This is an optimization exercise on Yosys and OpenROAD, whose aim is small area and a short achievable clock period, not a production implementation.
For this run, only the layout was checked, not whether the RTL still works.
Power and IR drop assume default switching activity.

**flow/run.sh**
```bash
#!/bin/bash
# synth_recipe.tcl (not shown) runs the flow's synth.tcl, then flattens the netlist and writes it again
# the make line also repeats each setting of config.mk as NAME=value (left out here)
make -C /OpenROAD-flow-scripts/flow DESIGN_CONFIG=/design/flow/config.mk WORK_HOME=/design/flow/orfs CLKGATE_MAP_FILE= SYNTH_SCRIPT=/design/flow/synth_recipe.tcl finish
```
**flow/config.mk**
```make
export PLATFORM = sky130hd
export DESIGN_NAME = SystolicArray
export DESIGN_NICKNAME = SystolicArray
export VERILOG_FILES = /design/flow/design.v
export SDC_FILE = /design/flow/constraint.sdc
export NUM_CORES = 8
export LEC_CHECK = 0
export CAP_MARGIN = 20
export CORE_MARGIN = 2
export CORE_UTILIZATION = 40
export SLEW_MARGIN = 20
```
**flow/constraint.sdc**
```tcl
create_clock -name core_clock -period 25.0 [get_ports {clk}]
set_input_delay 5.0000 -clock core_clock [delete_from_list [all_inputs] [get_ports {clk}]]
set_output_delay 5.0000 -clock core_clock [all_outputs]
set_load 0.01 [all_outputs]
```
**flow/design.v**
```verilog
module Adder_Subtractor8 (
    output       Cout,
    output [7:0] Sum,
    input  [7:0] A,
    input  [7:0] B,
    input        Cin
);
    wire C1, C2, C3, C4, C5, C6, C7;
    FullAdder F0 (
        C1,
        Sum[0],
        A[0],
        B[0] ^ Cin,
        Cin
    );
    FullAdder F1 (
        C2,
        Sum[1],
        A[1],
        B[1] ^ Cin,
        C1
    );
    FullAdder F2 (
        C3,
        Sum[2],
        A[2],
        B[2] ^ Cin,
        C2
    );
    FullAdder F3 (
        C4,
        Sum[3],
        A[3],
        B[3] ^ Cin,
        C3
    );
    FullAdder F4 (
        C5,
        Sum[4],
        A[4],
        B[4] ^ Cin,
        C4
    );
    FullAdder F5 (
        C6,
        Sum[5],
        A[5],
        B[5] ^ Cin,
        C5
    );
    FullAdder F6 (
        C7,
        Sum[6],
        A[6],
        B[6] ^ Cin,
        C6
    );
    FullAdder F7 (
        Cout,
        Sum[7],
        A[7],
        B[7] ^ Cin,
        C7
    );
endmodule
module Adder_Subtractor25 (
    output        Cout,
    output [24:0] Sum,
    input  [24:0] A,
    B,
    input         Cin
);
    wire C1, C2, C3, C4, C5, C6, C7, C8, C9, C10, C11, C12, C13, 
		C14, C15, C16, C17, C18, C19, C20, C21, C22, C23, C24;
    FullAdder F0 (
        C1,
        Sum[0],
        A[0],
        B[0] ^ Cin,
        Cin
    );
    FullAdder F1 (
        C2,
        Sum[1],
        A[1],
        B[1] ^ Cin,
        C1
    );
    FullAdder F2 (
        C3,
        Sum[2],
        A[2],
        B[2] ^ Cin,
        C2
    );
    FullAdder F3 (
        C4,
        Sum[3],
        A[3],
        B[3] ^ Cin,
        C3
    );
    FullAdder F4 (
        C5,
        Sum[4],
        A[4],
        B[4] ^ Cin,
        C4
    );
    FullAdder F5 (
        C6,
        Sum[5],
        A[5],
        B[5] ^ Cin,
        C5
    );
    FullAdder F6 (
        C7,
        Sum[6],
        A[6],
        B[6] ^ Cin,
        C6
    );
    FullAdder F7 (
        C8,
        Sum[7],
        A[7],
        B[7] ^ Cin,
        C7
    );
    FullAdder F8 (
        C9,
        Sum[8],
        A[8],
        B[8] ^ Cin,
        C8
    );
    FullAdder F9 (
        C10,
        Sum[9],
        A[9],
        B[9] ^ Cin,
        C9
    );
    FullAdder F10 (
        C11,
        Sum[10],
        A[10],
        B[10] ^ Cin,
        C10
    );
    FullAdder F11 (
        C12,
        Sum[11],
        A[11],
        B[11] ^ Cin,
        C11
    );
    FullAdder F12 (
        C13,
        Sum[12],
        A[12],
        B[12] ^ Cin,
        C12
    );
    FullAdder F13 (
        C14,
        Sum[13],
        A[13],
        B[13] ^ Cin,
        C13
    );
    FullAdder F14 (
        C15,
        Sum[14],
        A[14],
        B[14] ^ Cin,
        C14
    );
    FullAdder F15 (
        C16,
        Sum[15],
        A[15],
        B[15] ^ Cin,
        C15
    );
    FullAdder F16 (
        C17,
        Sum[16],
        A[16],
        B[16] ^ Cin,
        C16
    );
    FullAdder F17 (
        C18,
        Sum[17],
        A[17],
        B[17] ^ Cin,
        C17
    );
    FullAdder F18 (
        C19,
        Sum[18],
        A[18],
        B[18] ^ Cin,
        C18
    );
    FullAdder F19 (
        C20,
        Sum[19],
        A[19],
        B[19] ^ Cin,
        C19
    );
    FullAdder F20 (
        C21,
        Sum[20],
        A[20],
        B[20] ^ Cin,
        C20
    );
    FullAdder F21 (
        C22,
        Sum[21],
        A[21],
        B[21] ^ Cin,
        C21
    );
    FullAdder F22 (
        C23,
        Sum[22],
        A[22],
        B[22] ^ Cin,
        C22
    );
    FullAdder F23 (
        C24,
        Sum[23],
        A[23],
        B[23] ^ Cin,
        C23
    );
    FullAdder F24 (
        Cout,
        Sum[24],
        A[24],
        B[24] ^ Cin,
        C24
    );
endmodule
module CarryLookaheadAdder #(
    parameter WIDTH = 32
) (
    output [WIDTH-1 : 0] Sum,
    output               Cout,
    input  [WIDTH-1 : 0] A,
    B,
    input                Cin
);
    wire [WIDTH:0] C;
    assign C[0] = Cin;
    genvar i;
    generate
        for (i = 0; i < WIDTH; i = i + 1) begin
            FullAdder FA (
                C[i+1],
                Sum[i],
                A[i],
                B[i],
                C[i]
            );
        end
    endgenerate
    assign Cout = C[WIDTH];
endmodule
module FullAdder (
    output Cout,
    Sum,
    input  A,
    B,
    Cin
);
    assign Cout = (A & B) | (A & Cin) | (B & Cin);
    assign Sum  = A ^ B ^ Cin;
endmodule
module Int_Multiplier (
    input  [23:0] a,
    input  [23:0] b,
    output [47:0] product
);
    wire [47:0] s00, c00, s01, c01, s02, c02, s03, c03, s04, c04, s05, c05, s06, c06, s07, c07;
    wire [47:0] s10, c10, s11, c11, s12, c12, s13, c13, s14, c14;
    wire [47:0] s20, c20, s21, c21, s22, c22;
    wire [47:0] s30, c30, s31, c31;
    wire [47:0] s40, c40, s41, c41;
    wire [47:0] s50, c50;
    wire [47:0] s60, c60;
    wire [47:0] 
        p0, p1, p2, p3, p4, p5, p6, p7, p8, p9, 
        p10, p11, p12, p13, p14, p15, p16, p17, p18, p19, 
        p20, p21, p22, p23;
    assign p0  = a & {24{b[0]}};
    assign p1  = a & {24{b[1]}};
    assign p2  = a & {24{b[2]}};
    assign p3  = a & {24{b[3]}};
    assign p4  = a & {24{b[4]}};
    assign p5  = a & {24{b[5]}};
    assign p6  = a & {24{b[6]}};
    assign p7  = a & {24{b[7]}};
    assign p8  = a & {24{b[8]}};
    assign p9  = a & {24{b[9]}};
    assign p10 = a & {24{b[10]}};
    assign p11 = a & {24{b[11]}};
    assign p12 = a & {24{b[12]}};
    assign p13 = a & {24{b[13]}};
    assign p14 = a & {24{b[14]}};
    assign p15 = a & {24{b[15]}};
    assign p16 = a & {24{b[16]}};
    assign p17 = a & {24{b[17]}};
    assign p18 = a & {24{b[18]}};
    assign p19 = a & {24{b[19]}};
    assign p20 = a & {24{b[20]}};
    assign p21 = a & {24{b[21]}};
    assign p22 = a & {24{b[22]}};
    assign p23 = a & {24{b[23]}};
    CarrySaveAdder48 add_00 (
        p0,
        p1 << 1,
        p2 << 2,
        s00,
        c00
    );
    CarrySaveAdder48 add_01 (
        p3 << 3,
        p4 << 4,
        p5 << 5,
        s01,
        c01
    );
    CarrySaveAdder48 add_02 (
        p6 << 6,
        p7 << 7,
        p8 << 8,
        s02,
        c02
    );
    CarrySaveAdder48 add_03 (
        p9 << 9,
        p10 << 10,
        p11 << 11,
        s03,
        c03
    );
    CarrySaveAdder48 add_04 (
        p12 << 12,
        p13 << 13,
        p14 << 14,
        s04,
        c04
    );
    CarrySaveAdder48 add_05 (
        p15 << 15,
        p16 << 16,
        p17 << 17,
        s05,
        c05
    );
    CarrySaveAdder48 add_06 (
        p18 << 18,
        p19 << 19,
        p20 << 20,
        s06,
        c06
    );
    CarrySaveAdder48 add_07 (
        p21 << 21,
        p22 << 22,
        p23 << 23,
        s07,
        c07
    );
    CarrySaveAdder48 add_10 (
        s00,
        c00 << 1,
        s01,
        s10,
        c10
    );
    CarrySaveAdder48 add_11 (
        c01 << 1,
        s02,
        c02 << 1,
        s11,
        c11
    );
    CarrySaveAdder48 add_12 (
        s03,
        c03 << 1,
        s04,
        s12,
        c12
    );
    CarrySaveAdder48 add_13 (
        c04 << 1,
        s05,
        c05 << 1,
        s13,
        c13
    );
    CarrySaveAdder48 add_14 (
        s06,
        c06 << 1,
        s07,
        s14,
        c14
    );   
    CarrySaveAdder48 add_20 (
        s10,
        c10 << 1,
        s11,
        s20,
        c20
    );
    CarrySaveAdder48 add_21 (
        c11 << 1,
        s12,
        c12 << 1,
        s21,
        c21
    );
    CarrySaveAdder48 add_22 (
        s13,
        c13 << 1,
        s14,
        s22,
        c22
    );   
    CarrySaveAdder48 add_30 (
        s20,
        c20 << 1,
        s21,
        s30,
        c30
    );
    CarrySaveAdder48 add_31 (
        c21 << 1,
        s22,
        c22 << 1,
        s31,
        c31
    );
    CarrySaveAdder48 add_40 (
        s30,
        c30 << 1,
        s31,
        s40,
        c40
    );
    CarrySaveAdder48 add_41 (
        c31 << 1,
        c07 << 1,
        c14 << 1,
        s41,
        c41
    );
    CarrySaveAdder48 add_50 (
        s40,
        c40 << 1,
        s41,
        s50,
        c50
    );   
    CarrySaveAdder48 add_60 (
        s50,
        c50 << 1,
        c41 << 1,
        s60,
        c60
    );
    CarryLookaheadAdder #(48) cla (
        product
        ,,
        s60,
        c60 << 1,
        1'b0
    );
endmodule
module CarrySaveAdder48 (
    input  [47:0] a,
    input  [47:0] b,
    input  [47:0] c,
    output [47:0] Sum,
    output [47:0] Cout
);
    assign Sum  = a ^ b ^ c;
    assign Cout = a & b | b & c | a & c;
endmodule
module LZDetector48 (
    output [ 5:0] s,
    input  [47:0] q
);
    wire result32, result16_0, result16_1;
    wire m_result04, m_result08, m_result16, m_result32;
    wire [ 3:0] r04;
    wire [ 7:0] r08;
    wire [15:0] r16;
    wire [31:0] r32;
    wire [ 5:0] s_temp;
    assign result32 = ~(|q[47:16]);
    assign result16_0 = ~(|q[47:32]);
    assign result16_1 = ~(|q[15:0]);
    assign r04 = {1'b0, ~(|q[15:8]), ~(|q[31:24]), ~(|q[47:40])};
    assign r08 = {
        2'b0, ~(|q[7:4]), ~(|q[15:12]), ~(|q[23:20]), ~(|q[31:28]), ~(|q[39:36]), ~(|q[47:44])
    };
    assign r16 = {
        4'b0,
        ~(|q[3:2]),
        ~(|q[7:6]),
        ~(|q[11:10]),
        ~(|q[15:14]),
        ~(|q[19:18]),
        ~(|q[23:22]),
        ~(|q[27:26]),
        ~(|q[31:30]),
        ~(|q[35:34]),
        ~(|q[39:38]),
        ~(|q[43:42]),
        ~(|q[47:46])
    };
    assign r32 = {
        8'b0,
        ~q[1],
        ~q[3],
        ~q[5],
        ~q[7],
        ~q[9],
        ~q[11],
        ~q[13],
        ~q[15],
        ~q[17],
        ~q[19],
        ~q[21],
        ~q[23],
        ~q[25],
        ~q[27],
        ~q[29],
        ~q[31],
        ~q[33],
        ~q[35],
        ~q[37],
        ~q[39],
        ~q[41],
        ~q[43],
        ~q[45],
        ~q[47]
    };
    assign m_result04 = r04[s_temp[5:4]];
    assign m_result08 = r08[s_temp[5:3]];
    assign m_result16 = r16[s_temp[5:2]];
    assign m_result32 = r32[s_temp[5:1]];
    assign s_temp = {
        result32,
        (s_temp[5]) ? result16_1 : result16_0,
        m_result04,
        m_result08,
        m_result16,
        m_result32
    };
    assign s = s_temp + 6'b1;
endmodule
module FP_Multiplier (
    input  [31:0] A,
    input  [31:0] B,
    output [31:0] Out
);
    wire [ 7:0] Exp_temp;
    wire [ 7:0] Exp_sum;
    wire [47:0] Mts_temp;
    wire [ 5:0] Shift_amount;
    wire [47:0] Mts_shifted;
    assign Out[31] = A[31] ^ B[31];
    Adder_Subtractor8 Sub (
        ,
        Exp_temp,
        B[30:23],
        8'd125,
        1'b1
    );
    Adder_Subtractor8 Add (
        ,
        Exp_sum,
        A[30:23],
        Exp_temp,
        1'b0
    );
    Int_Multiplier W0 (
        {1'b1, A[22:0]},
        {1'b1, B[22:0]},
        Mts_temp
    );
    LZDetector48 LZD (
        Shift_amount,
        Mts_temp
    );
    Adder_Subtractor8 NORM (
        ,
        Out[30:23],
        Exp_sum,
        {2'b0, Shift_amount},
        1'b1
    );
    assign Mts_shifted = Mts_temp << Shift_amount;
    assign Out[22 : 0] = Mts_shifted[47 : 25];
endmodule
module FP_Adder_Subtractor32 #(
    parameter EXP_IEEE754 = 8,   
    parameter MTS_IEEE754 = 23   
) (
    output [                         31:0] Out,
    output                                 isZero,
    input  [EXP_IEEE754 + MTS_IEEE754 : 0] A,
    input  [EXP_IEEE754 + MTS_IEEE754 : 0] B
);
    wire                       sign_o;
    wire [EXP_IEEE754 - 1 : 0] exp_o;
    wire [MTS_IEEE754 - 1 : 0] mts_o;
    wire [EXP_IEEE754 - 1 : 0] exp_A;
    wire [EXP_IEEE754 - 1 : 0] exp_B;
    wire                       A_greater_than_B;
    assign exp_A            = A[MTS_IEEE754+EXP_IEEE754-1 : MTS_IEEE754];
    assign exp_B            = B[MTS_IEEE754+EXP_IEEE754-1 : MTS_IEEE754];
    assign A_greater_than_B = (exp_A >= exp_B);
    wire                       sign_X;
    wire                       sign_Y;
    wire [EXP_IEEE754 - 1 : 0] exp_X;
    wire [EXP_IEEE754 - 1 : 0] exp_Y;
    wire [MTS_IEEE754 + 1 : 0] mts_X;
    wire [MTS_IEEE754 + 1 : 0] mts_Y;
    assign  sign_X = 
            (A[EXP_IEEE754 + MTS_IEEE754] & A_greater_than_B) |
            (B[EXP_IEEE754 + MTS_IEEE754] & ~A_greater_than_B);
    assign  sign_Y = 
            (A[EXP_IEEE754 + MTS_IEEE754] & ~A_greater_than_B)|
            (B[EXP_IEEE754 + MTS_IEEE754] & A_greater_than_B) ;
    assign  exp_X = 
            (A[MTS_IEEE754 + EXP_IEEE754 - 1 : MTS_IEEE754] & {8{A_greater_than_B}}) |
            (B[MTS_IEEE754 + EXP_IEEE754 - 1 : MTS_IEEE754] & {8{~A_greater_than_B}});
    assign  exp_Y = 
            (A[MTS_IEEE754 + EXP_IEEE754 - 1 : MTS_IEEE754] & {8{~A_greater_than_B}})|
            (B[MTS_IEEE754 + EXP_IEEE754 - 1 : MTS_IEEE754] & {8{A_greater_than_B}}) ;
    assign  mts_X = 
            ({2'b1, A[MTS_IEEE754 - 1 : 0]} & {25{A_greater_than_B}}) |
            ({2'b1, B[MTS_IEEE754 - 1 : 0]} & {25{~A_greater_than_B}});
    assign  mts_Y = 
            ({2'b1, A[MTS_IEEE754 - 1 : 0]} & {25{~A_greater_than_B}})|
            ({2'b1, B[MTS_IEEE754 - 1 : 0]} & {25{A_greater_than_B}}) ;
    wire [EXP_IEEE754 - 1 : 0] exp_added;
    wire [MTS_IEEE754 + 1 : 0] mts_added;
    wire                       negative;
    FP_Adder32 FPADD (
        .exp_o   (exp_added),
        .mts_o   (mts_added),
        .negative(negative),
        .sign_X  (sign_X),
        .exp_X   (exp_X),
        .mts_X   (mts_X),
        .sign_Y  (sign_Y),
        .exp_Y   (exp_Y),
        .mts_Y   (mts_Y)
    );
    wire [              5 : 0] Shift_amount;
    wire [              5 : 0] Shift_real;
    wire [MTS_IEEE754 + 1 : 0] mts_shift;
    LZDetector48 LZD (
        Shift_amount,
        {23'b0, mts_added}
    );
    assign Shift_real = Shift_amount - 5'd23;
    assign mts_shift  = mts_added << Shift_real;
    assign mts_o      = mts_shift[24:2];
    assign isZero     = ~(|mts_added);
    assign exp_o      = exp_added - Shift_real + 2;
    assign sign_o     = ((sign_X ^ sign_Y) & negative) | (sign_X & sign_Y);
    assign Out        = {sign_o, exp_o, mts_o};
endmodule
module FP_Adder32 #(
    parameter EXP_IEEE754 = 8,   
    parameter MTS_IEEE754 = 23   
) (
    output                       negative,
    output [EXP_IEEE754 - 1 : 0] exp_o,
    output [  MTS_IEEE754 + 1:0] mts_o,
    input                        sign_X,
    input  [EXP_IEEE754 - 1 : 0] exp_X,
    input  [MTS_IEEE754 + 1 : 0] mts_X,
    input                        sign_Y,
    input  [EXP_IEEE754 - 1 : 0] exp_Y,
    input  [MTS_IEEE754 + 1 : 0] mts_Y
);
    wire [EXP_IEEE754 - 1 : 0] exp_diff;
    Adder_Subtractor8 ExpSubtract (
        .Sum(exp_diff),
        .A  (exp_X),
        .B  (exp_Y),
        .Cin(1'b1)
    );
    wire [MTS_IEEE754 + 1 : 0] mts_Y_new;
    assign mts_Y_new = mts_Y >> exp_diff;
    wire [MTS_IEEE754 + 1 : 0] mts_X_compl;
    Adder_Subtractor25 Complement2_X (
        .Sum(mts_X_compl),
        .A  (25'b0),
        .B  (mts_X),
        .Cin((sign_X ^ sign_Y) & sign_X)
    );
    wire [MTS_IEEE754 + 1 : 0] mts_Y_compl;
    Adder_Subtractor25 Complement2_Y (
        .Sum(mts_Y_compl),
        .A  (25'b0),
        .B  (mts_Y_new),
        .Cin((sign_X ^ sign_Y) & sign_Y)
    );
    wire [MTS_IEEE754 + 1 : 0] mts_pre_ovf;
    Adder_Subtractor25 MTSAdd (
        .Sum(mts_pre_ovf),
        .A  (mts_X_compl),
        .B  (mts_Y_compl),
        .Cin(1'b0)
    );
    assign negative = (sign_X ^ sign_Y) & mts_pre_ovf[24];
    Adder_Subtractor25 Complement2_MTS (
        .Sum(mts_o),
        .A  (25'b0),
        .B  (mts_pre_ovf),
        .Cin(negative)
    );
    assign exp_o = exp_X;
endmodule
module P_Element (
    output reg [31:0] out,
    output     [31:0] bottom_o,
    output     [31:0] right_o,
    input      [31:0] top_i,
    input      [31:0] left_i,
    input             clk,        
    input             rst_n       
);
    reg  [31:0] REG_TOP;   
    reg  [31:0] REG_LEFT;   
    reg  [31:0] REG_MUL;   
    reg  [31:0] REG_ADD;   
    reg  [31:0] PRE_ADD;   
    wire [31:0] RESULT_MUL;
    wire [31:0] RESULT_ADD;
    wire        RESULT_isZero;
    always @(posedge clk) begin
        if (rst_n == 1'b0) begin
            REG_TOP  <= 32'b0;
            REG_LEFT <= 32'b0;
        end else begin
            REG_TOP  <= top_i;
            REG_LEFT <= left_i;
        end
    end
    assign bottom_o = REG_TOP;
    assign right_o  = REG_LEFT;
    FP_Multiplier MUL (
        REG_TOP,
        REG_LEFT,
        RESULT_MUL
    );
    always @(posedge clk) begin
        if (rst_n == 1'b0) begin
            REG_MUL <= 32'b0;
        end else if (~(|REG_TOP) | ~(|REG_LEFT)) REG_MUL <= 32'b0;
        else REG_MUL <= RESULT_MUL;
    end
    FP_Adder_Subtractor32 ADD (
        .Out   (RESULT_ADD),
        .isZero(RESULT_isZero),
        .A     (REG_MUL),
        .B     (PRE_ADD)
    );
    always @(posedge clk) begin
        if (rst_n == 1'b0) begin
            REG_ADD <= 32'b0;
            PRE_ADD <= 32'b0;
        end   
        else if ((~(|PRE_ADD) & ~(|REG_MUL)) | RESULT_isZero) begin
            REG_ADD <= 32'b0;
            PRE_ADD <= 32'b0;
        end   
        else if (~|PRE_ADD) begin
            REG_ADD <= REG_MUL;
            PRE_ADD <= REG_MUL;
        end   
        else if (~|REG_MUL) begin
            REG_ADD <= PRE_ADD;
            PRE_ADD <= PRE_ADD;
        end else begin
            REG_ADD <= RESULT_ADD;
            PRE_ADD <= RESULT_ADD;
        end
    end
    always @(posedge clk) begin
        if (rst_n == 1'b0) begin
            out <= 32'b0;
        end else begin
            out <= REG_ADD;
        end
    end
endmodule
module SystolicArray (
	output [31:0] out0_0,
	output [31:0] out0_1,
	output [31:0] out0_2,
	output [31:0] out0_3,
	output [31:0] out1_0,
	output [31:0] out1_1,
	output [31:0] out1_2,
	output [31:0] out1_3,
	output [31:0] out2_0,
	output [31:0] out2_1,
	output [31:0] out2_2,
	output [31:0] out2_3,
	output [31:0] out3_0,
	output [31:0] out3_1,
	output [31:0] out3_2,
	output [31:0] out3_3,
	input [31:0]	 W0_i,
	input [31:0]	 W1_i,
	input [31:0]	 W2_i,
	input [31:0]	 W3_i,
	input [31:0]	 N0_i,
	input [31:0]	 N1_i,
	input [31:0]	 N2_i,
	input [31:0]	 N3_i,
	input clk,
	input reset
);
	wire [31:0]
		ROW00_00, ROW00_01, ROW00_02, ROW00_03,
		ROW01_00, ROW01_01, ROW01_02, ROW01_03,
		ROW02_00, ROW02_01, ROW02_02, ROW02_03,
		ROW03_00, ROW03_01, ROW03_02, ROW03_03;
	wire [31:0]
		COL00_00, COL00_01, COL00_02, COL00_03,
		COL01_00, COL01_01, COL01_02, COL01_03,
		COL02_00, COL02_01, COL02_02, COL02_03,
		COL03_00, COL03_01, COL03_02, COL03_03;
	P_Element PE_00_00 (
		.out(out0_0),	.right_o(ROW00_00),	.bottom_o(COL00_00),
		.left_i(W0_i),	.top_i(N0_i),
		.clk(clk),	.rst_n(reset)
	);
	P_Element PE_00_01 (
		.out(out0_1),	.right_o(ROW00_01),	.bottom_o(COL00_01),
		.left_i(ROW00_00),	.top_i(N1_i),
		.clk(clk),	.rst_n(reset)
	);
	P_Element PE_00_02 (
		.out(out0_2),	.right_o(ROW00_02),	.bottom_o(COL00_02),
		.left_i(ROW00_01),	.top_i(N2_i),
		.clk(clk),	.rst_n(reset)
	);
	P_Element PE_00_03 (
		.out(out0_3),	.right_o(ROW00_03),	.bottom_o(COL00_03),
		.left_i(ROW00_02),	.top_i(N3_i),
		.clk(clk),	.rst_n(reset)
	);
	P_Element PE_01_00 (
		.out(out1_0),	.right_o(ROW01_00),	.bottom_o(COL01_00),
		.left_i(W1_i),	.top_i(COL00_00),
		.clk(clk),	.rst_n(reset)
	);
	P_Element PE_01_01 (
		.out(out1_1),	.right_o(ROW01_01),	.bottom_o(COL01_01),
		.left_i(ROW01_00),	.top_i(COL00_01),
		.clk(clk),	.rst_n(reset)
	);
	P_Element PE_01_02 (
		.out(out1_2),	.right_o(ROW01_02),	.bottom_o(COL01_02),
		.left_i(ROW01_01),	.top_i(COL00_02),
		.clk(clk),	.rst_n(reset)
	);
	P_Element PE_01_03 (
		.out(out1_3),	.right_o(ROW01_03),	.bottom_o(COL01_03),
		.left_i(ROW01_02),	.top_i(COL00_03),
		.clk(clk),	.rst_n(reset)
	);
	P_Element PE_02_00 (
		.out(out2_0),	.right_o(ROW02_00),	.bottom_o(COL02_00),
		.left_i(W2_i),	.top_i(COL01_00),
		.clk(clk),	.rst_n(reset)
	);
	P_Element PE_02_01 (
		.out(out2_1),	.right_o(ROW02_01),	.bottom_o(COL02_01),
		.left_i(ROW02_00),	.top_i(COL01_01),
		.clk(clk),	.rst_n(reset)
	);
	P_Element PE_02_02 (
		.out(out2_2),	.right_o(ROW02_02),	.bottom_o(COL02_02),
		.left_i(ROW02_01),	.top_i(COL01_02),
		.clk(clk),	.rst_n(reset)
	);
	P_Element PE_02_03 (
		.out(out2_3),	.right_o(ROW02_03),	.bottom_o(COL02_03),
		.left_i(ROW02_02),	.top_i(COL01_03),
		.clk(clk),	.rst_n(reset)
	);
	P_Element PE_03_00 (
		.out(out3_0),	.right_o(ROW03_00),	.bottom_o(COL03_00),
		.left_i(W3_i),	.top_i(COL02_00),
		.clk(clk),	.rst_n(reset)
	);
	P_Element PE_03_01 (
		.out(out3_1),	.right_o(ROW03_01),	.bottom_o(COL03_01),
		.left_i(ROW03_00),	.top_i(COL02_01),
		.clk(clk),	.rst_n(reset)
	);
	P_Element PE_03_02 (
		.out(out3_2),	.right_o(ROW03_02),	.bottom_o(COL03_02),
		.left_i(ROW03_01),	.top_i(COL02_02),
		.clk(clk),	.rst_n(reset)
	);
	P_Element PE_03_03 (
		.out(out3_3),	.right_o(ROW03_03),	.bottom_o(COL03_03),
		.left_i(ROW03_02),	.top_i(COL02_03),
		.clk(clk),	.rst_n(reset)
	);
endmodule
```
==> run notes <==
-- kinds of logic after synthesis --
| group | Yosys count |
|---|---|
| fa+ha+maj | 12300 |
| simple gates | 19500 |
| compound gates | 6786 |
| buf+inv | 14000 |
| xor+xnor | 1572 |
| flops | 2560 |
| mux | 3306 |
-- synth_stat cells (73+ instances only) --
cell       count
a2111oi_0     73
a211o_1       87
a211oi_1     471
a21o_1       133
a21oi_1     1813
a221oi_1     145
a22oi_1      409
a31oi_1      282
and2_1      7865
and3_1       191
buf_1        273
buf_2        161
clkbuf_1    2919
dfxtp_1     2560
fa_1        8976
ha_1        3232
inv_1      10500
mux2_2       284
mux2i_1     2878
mux4_2       134
nand2_1     5262
nand2b_1     253
nand3_1      503
nand4_1      221
nor2_1      3213
nor2b_1      182
nor3_1       557
nor4_1       707
o211ai_1     348
o21a_1        95
o21ai_0     1329
o21ai_1       99
o221ai_1     111
o22ai_1      385
o31ai_1       92
or2_2         99
or3_1        117
xnor2_1     1020
xor2_1       546
-- how the worst max path moves through the flow --
stage / from / to / slack, ns / cells after the start
after floorplan: PE_03_00.REG_MUL[23] / PE_03_00.PRE_ADD[30] / -0.13 / 100
after global placement: PE_00_02.REG_TOP[1] / PE_00_02.REG_MUL[30] / -0.06 / 105
after detailed placement: PE_03_00.PRE_ADD[29] / PE_03_00.PRE_ADD[30] / -0.34 / 100
after CTS: PE_03_00.PRE_ADD[29] / PE_03_00.PRE_ADD[30] / -0.06 / 100
after global routing: PE_03_00.PRE_ADD[28] / PE_03_00.PRE_ADD[30] / -0.12 / 104
final: PE_01_00.REG_MUL[30] / PE_01_00.REG_ADD[30] / 0.97 / 95
-- where the power goes --
part | internal [mW] | switching [mW]
logic | 18.7 | 29.0
registers | 4.76 | 0.889
clock network | 3.20 | 2.39
-- cells in the final DEF (no fill, tap or decap), types with 419 or more instances in the layout --
cell and count:
inv_1 10500, fa_1 8671, and2_1 7855, nand2_1 5231, ha_1 3184, nor2_1 3138
mux2i_1 2813, buf_4 2550, dfxtp_1 2388, a21oi_1 1749, o21ai_0 1296, xnor2_1 946
clkdlybuf4s50_1 767, nor4_1 682, nor3_1 531, xor2_1 513, nand3_1 495, a211oi_1 419
-- timing repair --
action / 4_1_cts / 5_1_grt
gates resized for setup: 42 / 1338
cloned: 0 / 29
setup endpoints to repair: 25 / 905
setup buffers: 6 / 251
pin swaps: 8 / 311
-- per-layer routing --
metal / wire (um) / share of wire
met5: 1010 / 0.00054
met4: 114000 / 0.061
met3: 151000 / 0.080
met2: 848000 / 0.45
met1: 767000 / 0.41
-- final cells by class --
class / instances / area [sq um] / share of cell area
clock inverter: 196 / 2670 / 0.00463
antenna: 389 / 973 / 0.00169
inverter: 10600 / 40000 / 0.0694
timing repair buffer: 3467 / 29300 / 0.0509
multi-input combinational: 43500 / 420000 / 0.730
timing repair inverter: 1 / 7.51 / 0.0000130
clock buffer: 434 / 9640 / 0.0167
tap: 17200 / 21500 / 0.0374
sequential: 2560 / 51500 / 0.0895
-- stage by stage --
stage	instance area (sq um)	std cells	utilization	hold WS (ns)
global route	576000	78200	0.445	0.450
global placement	555000	77100	0.429	0.449
floorplan	520000	60100	-	0.453
detailed placement	555000	77100	0.429	0.448
CTS	568000	77700	0.439	0.435
finish	576000	78400	0.445	0.434
==> out/summary.md <==
## Global route
* met2 — GR peak layer
* 128 — largest net degree at the start of global routing
* 0.369 — met1 capacity usage during global routing
* 2820000 um — global-route wire length before repair
* 0 — GRT Residual Overflow
* 0.447 — met2 GRT Util
* 0.0590 — met3 Resource Use GR
* 436000 — number of global-route vias before repair
* 252 — number of antenna violations at the first check in global routing
* 0.284 — GRT Total Usage

## Logic synthesis
* 0.0266 — xor and xnor fraction of the mapped netlist area
* 72500 — syn nets
* 0 — share of flip-flops with an asynchronous set or reset after synthesis
* 1 — total number of yosys warnings
* 0.0850 — compound-cell area share of the yosys netlist
* 0.194 — post-synthesis simple-gate area fraction
* 8.64 sq um — Mean Syn Cell Area
* adder cells — main combinational cell family by area after synthesis
* 60100 — Gate Count Post-Synth
* 0.0988 — sequential-to-total area share from yosys stat
* 0.425 — Adder-Cell Fraction of Synth Area
* fa_1 — cell type contributing the most total cell area after synthesis
* 0 — number of enable flip-flop cells after synthesis
* dfxtp_1 — predominant post-synthesis flop cell
* fa_1 35%, dfxtp_1 9.9%, and2_1 9.5%, ha_1 7.8%, inv_1 7.6% — leading cell types by total area after synthesis
* 0.346 — share of the synthesized area in the top cell type
* 137 — number of distinct standard cells referenced by the synthesized netlist
* 2560 — post-synthesis sequential element count
* 0.0678 — mux cell area share after synthesis
* 519000 sq um — Syn Std Cell Area

## Timing
* 0 — max-slew violations
* 24.03 ns — final critical path time including I/O delays and setup
* 0 — number of setup violations in the final report
* 0 — number of endpoints with negative hold slack in the final report
* 1.24 ns — slew at the pin closest to its max-slew limit
* 0.970 ns — post-route worst setup slack
* 0.129 ns — Clock Skew
* 0 ns — setup_tns
* 0.961 — part of the cycle the worst path needs
* 0.175 — normalized max-slew margin
* 41.6 MHz — Max Clk Rate

## Layout
* 11.0% — area grow syn2layout
* 128000 — Fill cells
* 73000 — final-stage net count
* 0.0873 — proportion of layout cells with a drive suffix above 1

## Pwr
* 252 nW — Static Leakage
* 0.257 mV — maximum VDD drop
* 102 nW/um^2 — Pwr Density
* 59.0 mW — total power draw

## Worst hold path
* PE_01_01.REG_LEFT[18] — beginning of the worst hold path
* PE_01_02.REG_LEFT[18] — end of the worst hold path
* 1 — number of cells traversed by the worst hold path
* reg2reg — worst hold path class

## Run status
* complete, no violations — result of the run

## Floorplan
* 1290000 sq um — Core Box Area
* 1140 um — die span in y
* 1310000 sq um — area of the die
* 770 — top-level port count
* 418 — Row Count
* 1140 um — overall die width
* 0.401 — initial standard-cell utilization of the core

## Setup path
* adder cells — top cell family by delay on the critical path
* fa_1 — slowest cell on the critical path
* PE_01_00.REG_MUL[30] — launch instance of the worst register-to-register path
* 0.48 ns — maximum single-stage delay on the critical path
* 25.07 ns — arrival time of data at the critical path endpoint
* reg2reg — Setup CP Type
* 26.04 ns — required time worst endpoint
* 5 — number of buffers and inverters on the critical path
* register — startpoint class of the critical path
* 0.97 ns — Worst R2R Setup Slack
* PE_01_00.REG_ADD[30] — RR Endpoint
* 95 — Register-to-Register Path Depth
* register — Critical Path Sink Type
* ha_1 — Most Frequent Cell on Critical Path
* 15 — CP Max Fanout

## Route
* 24.0 um — post-DR wirelength/cell
* 10 — Pre-Repair DR Iteration Count
* 0 — DRC violation count after routing
* 37000 — number of DRC markers after the initial detailed-route iteration
* 426000 — routed via count
* 1880000 um — Routed Wire Length
* 0 — remaining antenna violation count after routing
* 5.43 — post-detailed-route via-to-cell ratio

## Clock network
* done — CTS tree
* 348 — total clock buffers created by CTS
* 5 — CTS H-tree depth
* 0 — hold buffer count at cts
* 1.18 ns — clock insertion delay at the later pin of the skew report
* 2560 — TritonCTS sink count
* clkbuf_16 — CTS Root Cell
* 0.07 ns — Worst-path clk slew
* 5 — deepest clock path buffer count

## Placed design
* 0.972 — RePlAce Congestion
* 769 — port buffer count
* 1500000 um — estimated wirelength of the detail-placed design
* -0.341 ns — minimum setup slack after placement

## Run
* 0 — max-cap check violation count

==> afterwards: timing with drivers on the ports <==
How much do the figures lean on ideal ports? The routed layout below was timed once more, with nothing changed but the port constraints. Step 1: set_driving_cell puts a clkbuf_16 on clk and a buf_2 on each other input, an assumption about the parent block. Step 2 times the ports against the registers' clock, not the clock port: input delays grow and output delays shrink by t, the midpoint of the rising clock arrivals with the driver on. a / b / c = ideal ports / drivers / drivers and shift; a / b = the first two.
shift t [ns]: 1.305
setup WS [ns]: 0.970 / 0.970 / 0.970
hold slack, ns: 0.434 / 0.434 / 0.434
worst setup path after step 2: register to register
worst slew at a driven data input, ns: 0.73
After both steps this run still meets setup and hold. For this run, drivers alone change the setup slack by 0.000 ns; drivers and shift together by 0.000 ns.
